Context: an optimization exercise on an open-source flow, tuned for small area and a short achievable clock period. The choices shown serve that exercise and are no tape-out recipe. At most, simulation tests tie the RTL to the original design; equivalence was not proved. Power is estimated from default activity; no workload was simulated.

== red ==
==> flow/design.v (excerpt) <==
module arm (
    input  logic        clk, rst,
    input  logic [31:0] InstrF,
    input  logic [31:0] ReadDataM,
    output logic [31:0] WriteDataM,
    output logic [31:0] PCF, ALUOutM,
    output logic        MemWriteM
);
Size: about 760 flip-flops, ~160 I/O pins, ~36,000 um^2 of cells after synthesis.
Settings: LEC_CHECK=0, CAP_MARGIN=20, CORE_MARGIN=2, CORE_UTILIZATION=60, CTS_BUF_LIST=sky130_fd_sc_hd__clkbuf_8, CTS_CLUSTER_DIAMETER=40, CTS_CLUSTER_SIZE=12, PLACE_DENSITY=0.72, SLEW_MARGIN=20; clock period 16.0 ns.
standard.sh (not shown) runs the stock make flow with config.mk's settings and CLKGATE_MAP_FILE= SYNTH_SCRIPT=/design/flow/synth_recipe.tcl, a recipe that flattens the netlist after the stock synthesis.
==> flow/flow/run.sh <==
#!/bin/bash
set -o pipefail
bash standard.sh SETUP_SLACK_MARGIN=11.8 "BUFFER_PORTS_ARGS=-buffer_cell sky130_fd_sc_hd__buf_2" finish > standard.log 2>&1
Relative to red, the following input files were edited for purple:
- CTS_CLUSTER_SIZE no longer set, was 12
- CTS_CLUSTER_DIAMETER no longer set, was 40
- CTS_BUF_LIST no longer set, was sky130_fd_sc_hd__clkbuf_8
==> comparison <==
purple reports a higher met1 usage in global routing than red does. Final-layout fill cell count: purple vs red down 0.80%. On global-route usage, red and purple are neck and neck. For purple, the uppermost layer routed was met5, unlike red, where it was met4. Compared with red, in purple final period demand of the worst path fell 0.14 ns, clock power rose 12%, number of hold-repair buffers added at the cts stage about even, setup slack rose 0.14 ns. red has higher via count than purple. ~same first-pass GRT wire length in red and purple.
No run of this note included a check of the RTL's function; only the layout flow was run.


arm, a different RTL version from the one above (not shown whole).
For scale: roughly 0.034 mm2 of cells after synthesis.
Settings: LEC_CHECK=0, CAP_MARGIN=20, CORE_MARGIN=2, CORE_UTILIZATION=60, PLACE_DENSITY=0.72, SLEW_MARGIN=20; clock period 16.0 ns.
==> flow/flow/run.sh <==
#!/bin/bash
# Own flow: the standard layout (standard.sh: unchanged synthesis and
# steps). Timing repair is asked to keep a setup margin, so that the resizer
# works on the paths that set the achieved period; ports get buf_2 buffers
# instead of delay cells; clock tree synthesis adds no dummy loads and
# clusters up to 26 flip-flops per leaf buffer. The SDC and the clock period
# are the design's.
set -o pipefail
bash standard.sh SETUP_SLACK_MARGIN=11.72 \
  "BUFFER_PORTS_ARGS=-buffer_cell sky130_fd_sc_hd__buf_2" \
  "CTS_ARGS=-sink_clustering_enable -repair_clock_nets -dont_use_dummy_load -sink_clustering_size 26 -sink_clustering_max_diameter 100" \
  finish > standard.log 2>&1
==> next run, changes <==
--- a/flow/flow/run.sh
+++ b/flow/flow/run.sh
@@ -6 +6 @@
-# clusters up to 26 flip-flops per leaf buffer. The SDC and the clock period
+# clusters up to 28 flip-flops per leaf buffer. The SDC and the clock period
@@ -9 +9 @@
-bash standard.sh SETUP_SLACK_MARGIN=11.72 \
+bash standard.sh SETUP_SLACK_MARGIN=11.6 \
@@ -11 +11 @@
-  "CTS_ARGS=-sink_clustering_enable -repair_clock_nets -dont_use_dummy_load -sink_clustering_size 26 -sink_clustering_max_diameter 100" \
+  "CTS_ARGS=-sink_clustering_enable -repair_clock_nets -dont_use_dummy_load -sink_clustering_size 28 -sink_clustering_max_diameter 100" \
What happened: Final cell count decreases by 1.6%. Fmax decreases by 0.74%. Worst setup slack gets worse by 32 ps. Cell area decreases by 2.6%. Register-to-register slack gets better by 70 ps. Global-route usage decreases by 0.57 points.
==> next run, changes <==
--- a/flow/flow/run.sh
+++ b/flow/flow/run.sh
@@ -6 +6 @@
-# clusters up to 28 flip-flops per leaf buffer. The SDC and the clock period
+# clusters up to 26 flip-flops per leaf buffer. The SDC and the clock period
@@ -9 +9 @@
-bash standard.sh SETUP_SLACK_MARGIN=11.6 \
+bash standard.sh SETUP_SLACK_MARGIN=11.8 \
@@ -11 +11 @@
-  "CTS_ARGS=-sink_clustering_enable -repair_clock_nets -dont_use_dummy_load -sink_clustering_size 28 -sink_clustering_max_diameter 100" \
+  "CTS_ARGS=-sink_clustering_enable -repair_clock_nets -dont_use_dummy_load -sink_clustering_size 26 -sink_clustering_max_diameter 100" \
Outcome:
- The new run ran to the end with no violations
- clock power climbs by about 4%
- global-route usage grows by 0.60 points
- cell area is higher by 3.0%
- total power increases by about 4%
==> next run, changes <==
--- a/flow/flow/run.sh
+++ b/flow/flow/run.sh
@@ -9 +9 @@
-bash standard.sh SETUP_SLACK_MARGIN=11.8 \
+bash standard.sh SETUP_SLACK_MARGIN=11.65 \
- CAP_MARGIN: 20 -> 5
- SLEW_MARGIN: 20 -> 5
The changed run passed the timing, design-rule and antenna checks.
Global-route usage fell by 0.37 points.
Via count stays flat.
Utilization drops by 1.0 points.
No run of this note included a check of the RTL's function; only the layout flow was run.


Another version of the RTL of arm (not shown whole).
For scale: ~3000 cells after synthesis, roughly 760 flip-flops, about 0.034 mm^2 of cells after synthesis.
==> flow/config.mk <==
export PLATFORM = sky130hd
export DESIGN_NAME = arm
export DESIGN_NICKNAME = arm
export VERILOG_FILES = /design/flow/design.v
export SDC_FILE = /design/flow/constraint.sdc
export NUM_CORES = 4
export LEC_CHECK = 0
export CAP_MARGIN = 20
export CORE_MARGIN = 2
export CORE_UTILIZATION = 60
export PLACE_DENSITY = 0.72
export SLEW_MARGIN = 20
==> flow/constraint.sdc <==
create_clock -name core_clock -period 16.0 [get_ports {clk}]
set_input_delay 3.2000 -clock core_clock [delete_from_list [all_inputs] [get_ports {clk}]]
set_output_delay 3.2000 -clock core_clock [all_outputs]
set_load 0.01 [all_outputs]
==> flow/flow/run.sh <==
#!/bin/bash
# Own flow: the standard layout (standard.sh: unchanged synthesis and
# steps). Timing repair is asked to keep a setup margin, so that the resizer
# works on the paths that set the achieved period; ports get buf_2 buffers
# instead of delay cells; clock tree synthesis adds no dummy loads. The SDC
# and the clock period are the design's.
set -o pipefail
bash standard.sh SETUP_SLACK_MARGIN=12.1 \
  "BUFFER_PORTS_ARGS=-buffer_cell sky130_fd_sc_hd__buf_2" \
  "CTS_ARGS=-sink_clustering_enable -repair_clock_nets -dont_use_dummy_load" \
  finish > standard.log 2>&1
==> next run, changes <==
--- a/flow/flow/run.sh
+++ b/flow/flow/run.sh
@@ -7,3 +7,3 @@
 set -o pipefail
-bash standard.sh SETUP_SLACK_MARGIN=12.1 \
+bash standard.sh SETUP_SLACK_MARGIN=11.8 \
   "BUFFER_PORTS_ARGS=-buffer_cell sky130_fd_sc_hd__buf_2" \
After rerunning: The new run completed with no timing, DRC or antenna violations; power went down by 0.79%; worst setup slack improved by 0.018 ns; maximum frequency is higher by 0.42%; die area does not change.


The RTL this note starts from:
==> flow/design.v <==
module arm (
    input  logic        clk, rst,
    input  logic [31:0] InstrF,
    input  logic [31:0] ReadDataM,
    output logic [31:0] WriteDataM,
    output logic [31:0] PCF, ALUOutM,
    output logic        MemWriteM
);
    logic        rst_q;
    logic [31:0] InstrD;
    logic [31:0] RD1E, RD2E;
    logic [11:0] Imm12E;
    logic [3:0]  WA3E, CondE;
    logic        BrE, MemToRegE, MemWriteE, RegWriteE, FlagWriteE, StrE;
    logic [1:0]  ALUControlE;
    logic [1:0]  FlagsE;                  
    logic        ZPendE;                  
    logic        fAM, fAW;                
    logic        fBM, fBW;                
    logic        fBMs, fBWs;              
    logic        kB;                      
    logic [3:0]  WA3M;
    logic        PCSrcM, RegWriteM, MemToRegM;
    logic [31:0] ResultW;
    logic [3:0]  WA3W;
    logic        PCSrcW, RegWriteW;
    logic [31:0] rf [0:14];
    logic [7:0] op;
    logic isBD, isMemD;                   
    assign op = InstrD[27:20];
    logic isADD, isSUB, isAND, isORR, isLDR, isSTR, isB;
    assign isADD = (op[7:6] == 2'b00) & (op[4:0] == 5'b01000);
    assign isSUB = (op[7:6] == 2'b00) & (op[4:1] == 4'b0010);
    assign isAND = (op == 8'b0000_0000);
    assign isORR = (op == 8'b0001_1000);
    assign isLDR = isMemD & InstrD[20];
    assign isSTR = isMemD & ~InstrD[20];
    assign isB   = isBD;
    logic RegWriteD, FlagWriteD, ImmD;
    logic [1:0] ALUControlD;
    assign RegWriteD   = isADD | isSUB | isAND | isORR | isLDR | isB;
    assign FlagWriteD  = isSUB & InstrD[20];
    assign ALUControlD = {isAND | isORR, isSUB | isORR};
    assign ImmD        = ((isADD | isSUB) & InstrD[25]) | isLDR | isB;
    logic [3:0] RA1D, RA2D;
    assign RA1D = isBD ? 4'd15 : InstrD[19:16];
    assign RA2D = isMemD ? InstrD[15:12] : InstrD[3:0];
    logic [31:0] ExtImmD;
    always_comb begin
        if (isLDR)           ExtImmD = {20'b0, InstrD[11:0]};
        else if (isB)        ExtImmD = {{6{InstrD[23]}}, InstrD[23:0], 2'b00};
        else                 ExtImmD = {{24{InstrD[7]}}, InstrD[7:0]};
    end
    logic ZE;
    assign ZE = ZPendE ? (ALUOutM == 32'd0) : FlagsE[0];
    logic CondExE;
    always_comb begin
        case (CondE)
            4'b1110: CondExE = 1'b1;
            4'b0000: CondExE = ZE;
            4'b0001: CondExE = ~ZE;
            4'b1010: CondExE = ~FlagsE[1];
            4'b1100: CondExE = ~FlagsE[1] & ~ZE;
            4'b1101: CondExE = FlagsE[1] | ZE;
            4'b1011: CondExE = FlagsE[1];
            default: CondExE = 1'b0;
        endcase
    end
    logic BranchTakenE, ldrStallD, StallF, FlushD, FlushE;
    assign BranchTakenE = CondExE & BrE;
    assign ldrStallD = MemToRegE & ((RA1D == WA3E) | (RA2D == WA3E));
    assign StallF    = ldrStallD | isB | BrE | PCSrcM;
    assign FlushD    = isB | BrE | PCSrcM | PCSrcW;
    assign FlushE    = ldrStallD | BranchTakenE;
    logic RegWriteMn;
    assign RegWriteMn = CondExE & RegWriteE;
    logic mEA, mMA, mEB, mMB, nAM, nAW, nBM, nBW;
    assign mEA = RegWriteE & (RA1D == WA3E);
    assign mMA = RegWriteM & (RA1D == WA3M);
    assign mEB = RegWriteE & (RA2D == WA3E);
    assign mMB = RegWriteM & (RA2D == WA3M);
    assign nAM = CondExE & mEA;
    assign nAW = ~nAM & mMA;
    assign nBM = CondExE & mEB;
    assign nBW = ~nBM & mMB;
    logic [31:0] PCPlus4F, PCPlus8F, PCNext, R15D;
    assign PCPlus4F = PCF + 32'd4;
    assign PCPlus8F = PCF + 32'd8;
    assign PCNext   = StallF ? PCF : (PCSrcW ? ResultW : PCPlus4F);
    assign R15D     = isB ? PCPlus4F : PCPlus8F;
    logic [14:0] dA, dB;
    logic [31:0] RD1D, RD2D;
    always_comb begin
        RD1D = {32{(RA1D == 4'd15) & ~mMA}} & R15D;
        RD2D = ImmD ? ExtImmD : ({32{(RA2D == 4'd15) & ~mMB}} & R15D);
        for (int i = 0; i < 15; i++) begin
            dA[i] = (RA1D == i[3:0]) & ~mMA;
            dB[i] = (RA2D == i[3:0]) & ~mMB & ~ImmD;
            RD1D = RD1D | ({32{dA[i]}} & rf[i]);
            RD2D = RD2D | ({32{dB[i]}} & rf[i]);
        end
    end
    always_ff @(posedge clk) begin
        rst_q <= rst;
        PCF   <= rst ? '0 : PCNext;
    end
    always_ff @(posedge clk) begin
        if (rst | FlushD) begin
            InstrD <= '0;
            isBD   <= 1'b0;
            isMemD <= 1'b0;
        end else if (!ldrStallD) begin
            InstrD <= InstrF;
            isBD   <= (InstrF[27:24] == 4'b1010);
            isMemD <= (InstrF[27:21] == 7'b0101_100);
        end
    end
    always_ff @(posedge clk) begin
        if (rst | FlushE) begin
            BrE        <= 1'b0;
            MemToRegE  <= 1'b0;
            MemWriteE  <= 1'b0;
            RegWriteE  <= 1'b0;
            FlagWriteE <= 1'b0;
            FlagsE     <= 2'b00;
            ZPendE     <= 1'b0;
        end else begin
            BrE        <= isB;
            MemToRegE  <= isLDR;
            MemWriteE  <= isSTR;
            RegWriteE  <= RegWriteD;
            FlagWriteE <= FlagWriteD;
            ZPendE     <= FlagWriteE;
            if (FlagWriteE) FlagsE[1] <= SumE[31];
            else            FlagsE[0] <= ZE;
        end
    end
    always_ff @(posedge clk) begin
        RD1E        <= RD1D;
        RD2E        <= RD2D;
        Imm12E      <= InstrD[11:0];
        StrE        <= isSTR;
        WA3E        <= InstrD[15:12];
        CondE       <= InstrD[31:28];
        ALUControlE <= ALUControlD;
        fAM  <= nAM; fAW  <= nAW;
        fBM  <= nBM; fBW  <= nBW;
        fBMs <= nBM & ~ImmD & ~isSTR;
        fBWs <= nBW & ~ImmD & ~isSTR;
        kB   <= ImmD | (~isSTR & ~nBM);
    end
    logic [31:0] SrcAE, WriteDataE, SrcBE, SumE, ALUResultE;
    logic SubE;
    assign SrcAE      = ({32{~fAM}} & RD1E) | ({32{fAM}} & ALUOutM) | ({32{fAW}} & ResultW);
    assign WriteDataE = ({32{~fBM}} & RD2E) | ({32{fBM}} & ALUOutM) | ({32{fBW}} & ResultW);
    assign SrcBE      = ({32{kB}} & RD2E) | ({32{fBMs}} & ALUOutM) | ({32{fBWs}} & ResultW)
                      | ({32{StrE}} & {20'b0, Imm12E});
    assign SubE = ALUControlE == 2'b01;
    logic [32:0] sum33;
    assign sum33 = {SrcAE, 1'b1} + {SrcBE ^ {32{SubE}}, SubE};
    assign SumE  = sum33[32:1];
    always_comb begin
        case (ALUControlE)
            2'b10:   ALUResultE = SrcAE & SrcBE;
            2'b11:   ALUResultE = SrcAE | SrcBE;
            default: ALUResultE = SumE;
        endcase
    end
    always_ff @(posedge clk) begin
        if (rst) begin
            PCSrcM    <= 1'b0;
            RegWriteM <= 1'b0;
            MemWriteM <= 1'b0;
        end else begin
            PCSrcM    <= BranchTakenE;
            RegWriteM <= RegWriteMn;
            MemWriteM <= CondExE & MemWriteE;
        end
    end
    always_ff @(posedge clk) begin
        MemToRegM  <= MemToRegE;
        WA3M       <= WA3E;
        ALUOutM    <= ALUResultE;
        WriteDataM <= WriteDataE;
    end
    always_ff @(posedge clk) begin
        if (rst) begin
            PCSrcW    <= 1'b0;
            RegWriteW <= 1'b0;
        end else begin
            PCSrcW    <= PCSrcM;
            RegWriteW <= RegWriteM;
        end
    end
    always_ff @(posedge clk) begin
        WA3W    <= WA3M;
        ResultW <= MemToRegM ? ReadDataM : ALUOutM;
    end
    logic [31:0] wdg;
    logic [14:0] we;
    assign wdg = ResultW & {32{~rst_q}};
    always_comb
        for (int i = 0; i < 15; i++)
            we[i] = rst_q | (RegWriteW & (WA3W == i[3:0]));
    always_ff @(posedge clk)
        for (int i = 0; i < 15; i++)
            if (we[i]) rf[i] <= wdg;
endmodule
Settings: LEC_CHECK=0, CAP_MARGIN=20, CORE_MARGIN=2, CORE_UTILIZATION=60, GPL_ROUTABILITY_DRIVEN=0, PLACE_DENSITY=0.72, SLEW_MARGIN=20; clock period 16.0 ns.
==> flow/flow/run.sh <==
#!/bin/bash
# Own flow: the standard layout (standard.sh: unchanged synthesis and
# steps). Timing repair is asked to keep a setup margin, so that the resizer
# works on the paths that set the achieved period; ports get buf_2 buffers
# instead of delay cells; clock tree synthesis adds no dummy loads and
# clusters up to 26 flip-flops per leaf buffer. The SDC and the clock period
# are the design's.
set -o pipefail
bash standard.sh SETUP_SLACK_MARGIN=11.65 \
  "BUFFER_PORTS_ARGS=-buffer_cell sky130_fd_sc_hd__buf_2" \
  "CTS_ARGS=-sink_clustering_enable -repair_clock_nets -dont_use_dummy_load -sink_clustering_size 26 -sink_clustering_max_diameter 100" \
  finish > standard.log 2>&1
The baseline completed without violations.
Rerun with:
--- a/flow/flow/run.sh
+++ b/flow/flow/run.sh
@@ -8,3 +8,3 @@
 set -o pipefail
-bash standard.sh SETUP_SLACK_MARGIN=11.65 \
+bash standard.sh SETUP_SLACK_MARGIN=11.55 \
   "BUFFER_PORTS_ARGS=-buffer_cell sky130_fd_sc_hd__buf_2" \
Settings changed: CORE_UTILIZATION 60 to 55, GPL_ROUTABILITY_DRIVEN 0 to unset, PLACE_DENSITY 0.72 to 0.66.
The new run went through all stages and came out clean.
Total power barely changes.
Worst setup slack degrades by 0.11 ns.
Sequential share of layout area stays flat.
Global-route usage falls by 1.8 points.
Rerun with:
--- a/flow/flow/run.sh
+++ b/flow/flow/run.sh
@@ -8,3 +8,3 @@
 set -o pipefail
-bash standard.sh SETUP_SLACK_MARGIN=11.55 \
+bash standard.sh SETUP_SLACK_MARGIN=11.65 \
   "BUFFER_PORTS_ARGS=-buffer_cell sky130_fd_sc_hd__buf_2" \
Settings changed: CORE_UTILIZATION 55 to 60, PLACE_DENSITY 0.66 to 0.72.
=> The new run passed the timing, design-rule and antenna checks; worst setup slack is better by 0.12 ns; sequential share of layout area shrinks by 0.26 points; total power grows slightly; synthesized area is unchanged; routed wire length falls slightly; via count grows slightly; clock power stays flat; critical path depth does not change; count of clock-buffer cells in the layout stays the same; utilization went up by 6.2 points; design area rose slightly.
Rerun with:
Settings changed: CORE_UTILIZATION 60 to 55, PLACE_DENSITY 0.72 to 0.66.
Combinational power is about the same; die area goes up by 8.9%; maximum frequency stays flat; power is about the same; global-route usage decreases by 2.0 points; routed wire length grows by 2.6%; non-clock buffer count went down by 6; cell area stays flat; first-iteration DRC count is lower by 1.9%; clock power barely changes; sequential power barely changes.
Rerun with:
--- a/flow/flow/run.sh
+++ b/flow/flow/run.sh
@@ -8,3 +8,3 @@
 set -o pipefail
-bash standard.sh SETUP_SLACK_MARGIN=11.65 \
+bash standard.sh SETUP_SLACK_MARGIN=11.6 \
   "BUFFER_PORTS_ARGS=-buffer_cell sky130_fd_sc_hd__buf_2" \
Settings changed: CORE_UTILIZATION 55 to 60, PLACE_DENSITY 0.66 to 0.72.
What happened: Die area went down by 8.2%; utilization grows by 5.0 points; critical path depth does not change; clock skew barely changes; final area goes down by 0.89%; setup slack degrades by 0.049 ns; sequential share of layout area rises by 0.31 points; first-iteration DRC count went up by 2.2%; total power drops by 0.75%; synthesized area does not change; routed wire length is lower by 3.1%.
Rerun with:
--- a/flow/flow/run.sh
+++ b/flow/flow/run.sh
@@ -8,3 +8,3 @@
 set -o pipefail
-bash standard.sh SETUP_SLACK_MARGIN=11.6 \
+bash standard.sh SETUP_SLACK_MARGIN=11.8 \
   "BUFFER_PORTS_ARGS=-buffer_cell sky130_fd_sc_hd__buf_2" \
What happened: Setup slack gains 0.095 ns. Wire length went up slightly. Via count went up slightly. Maximum frequency went up by a few percent. Cell area went up by a few percent. Final cell count went up slightly. Combinational power went up by about a fifth. Register-to-register slack gains 0.20 ns. Sequential share of layout area went down by 1.1 points. Total power went up by a few percent. Global-route usage went up by 0.67 points.

==> port drivers added, routing unchanged <==
The flow's constraints put no driver on any port. The routed layouts listed below were extracted and timed again, unchanged, in two steps.
Step 1, drivers: a clkbuf_16 drives clk and a buf_2 each remaining input, both assumed.
Step 2 adds t to the input delays and takes it off the output delays; t is the mean of the earliest and latest rising clock arrival at the registers after step 1. Input paths then give back, and output paths get back, about the clock's delay inside the block.
Three values: ideal, step 1, step 2; two values: the first two.
run | shift t [ns] | slack for setup (ns) | pins driven straight from the clock port
red | 0.826 | 11.498 / 11.441 / 11.245 | 1
purple | 0.700 | 11.636 / 11.575 / 11.227 | 1
the first run of note 2 | 0.667 | 11.660 / 11.592 / 11.207 | 1
the second run of note 2 | 0.648 | 11.627 / 11.562 / 11.062 | 1
the third run of note 2 | 0.667 | 11.663 / 11.596 / 11.405 | 1
the fourth run of note 2 | 0.665 | 11.663 / 11.598 / 11.279 | 1
the first run of note 3 | 0.696 | 11.655 / 11.587 / 11.648 | 1
the second run of note 3 | 0.688 | 11.673 / 11.608 / 11.253 | 1
the first run of note 4 | 0.647 | 11.665 / 11.598 / 11.266 | 1
the second run of note 4 | 0.649 | 11.551 / 11.487 / 11.210 | 1
the third run of note 4 | 0.643 | 11.666 / 11.603 / 11.168 | 1
the fourth run of note 4 | 0.649 | 11.663 / 11.600 / 11.203 | 1
the fifth run of note 4 | 0.645 | 11.614 / 11.552 / 11.187 | 1
the sixth run of note 4 | 0.645 | 11.709 / 11.647 / 11.227 | 1
After both steps setup and hold are still met in every run listed. For the second run of note 2, which loses most, drivers alone change the setup slack by -0.065 ns; drivers and shift together by -0.565 ns.
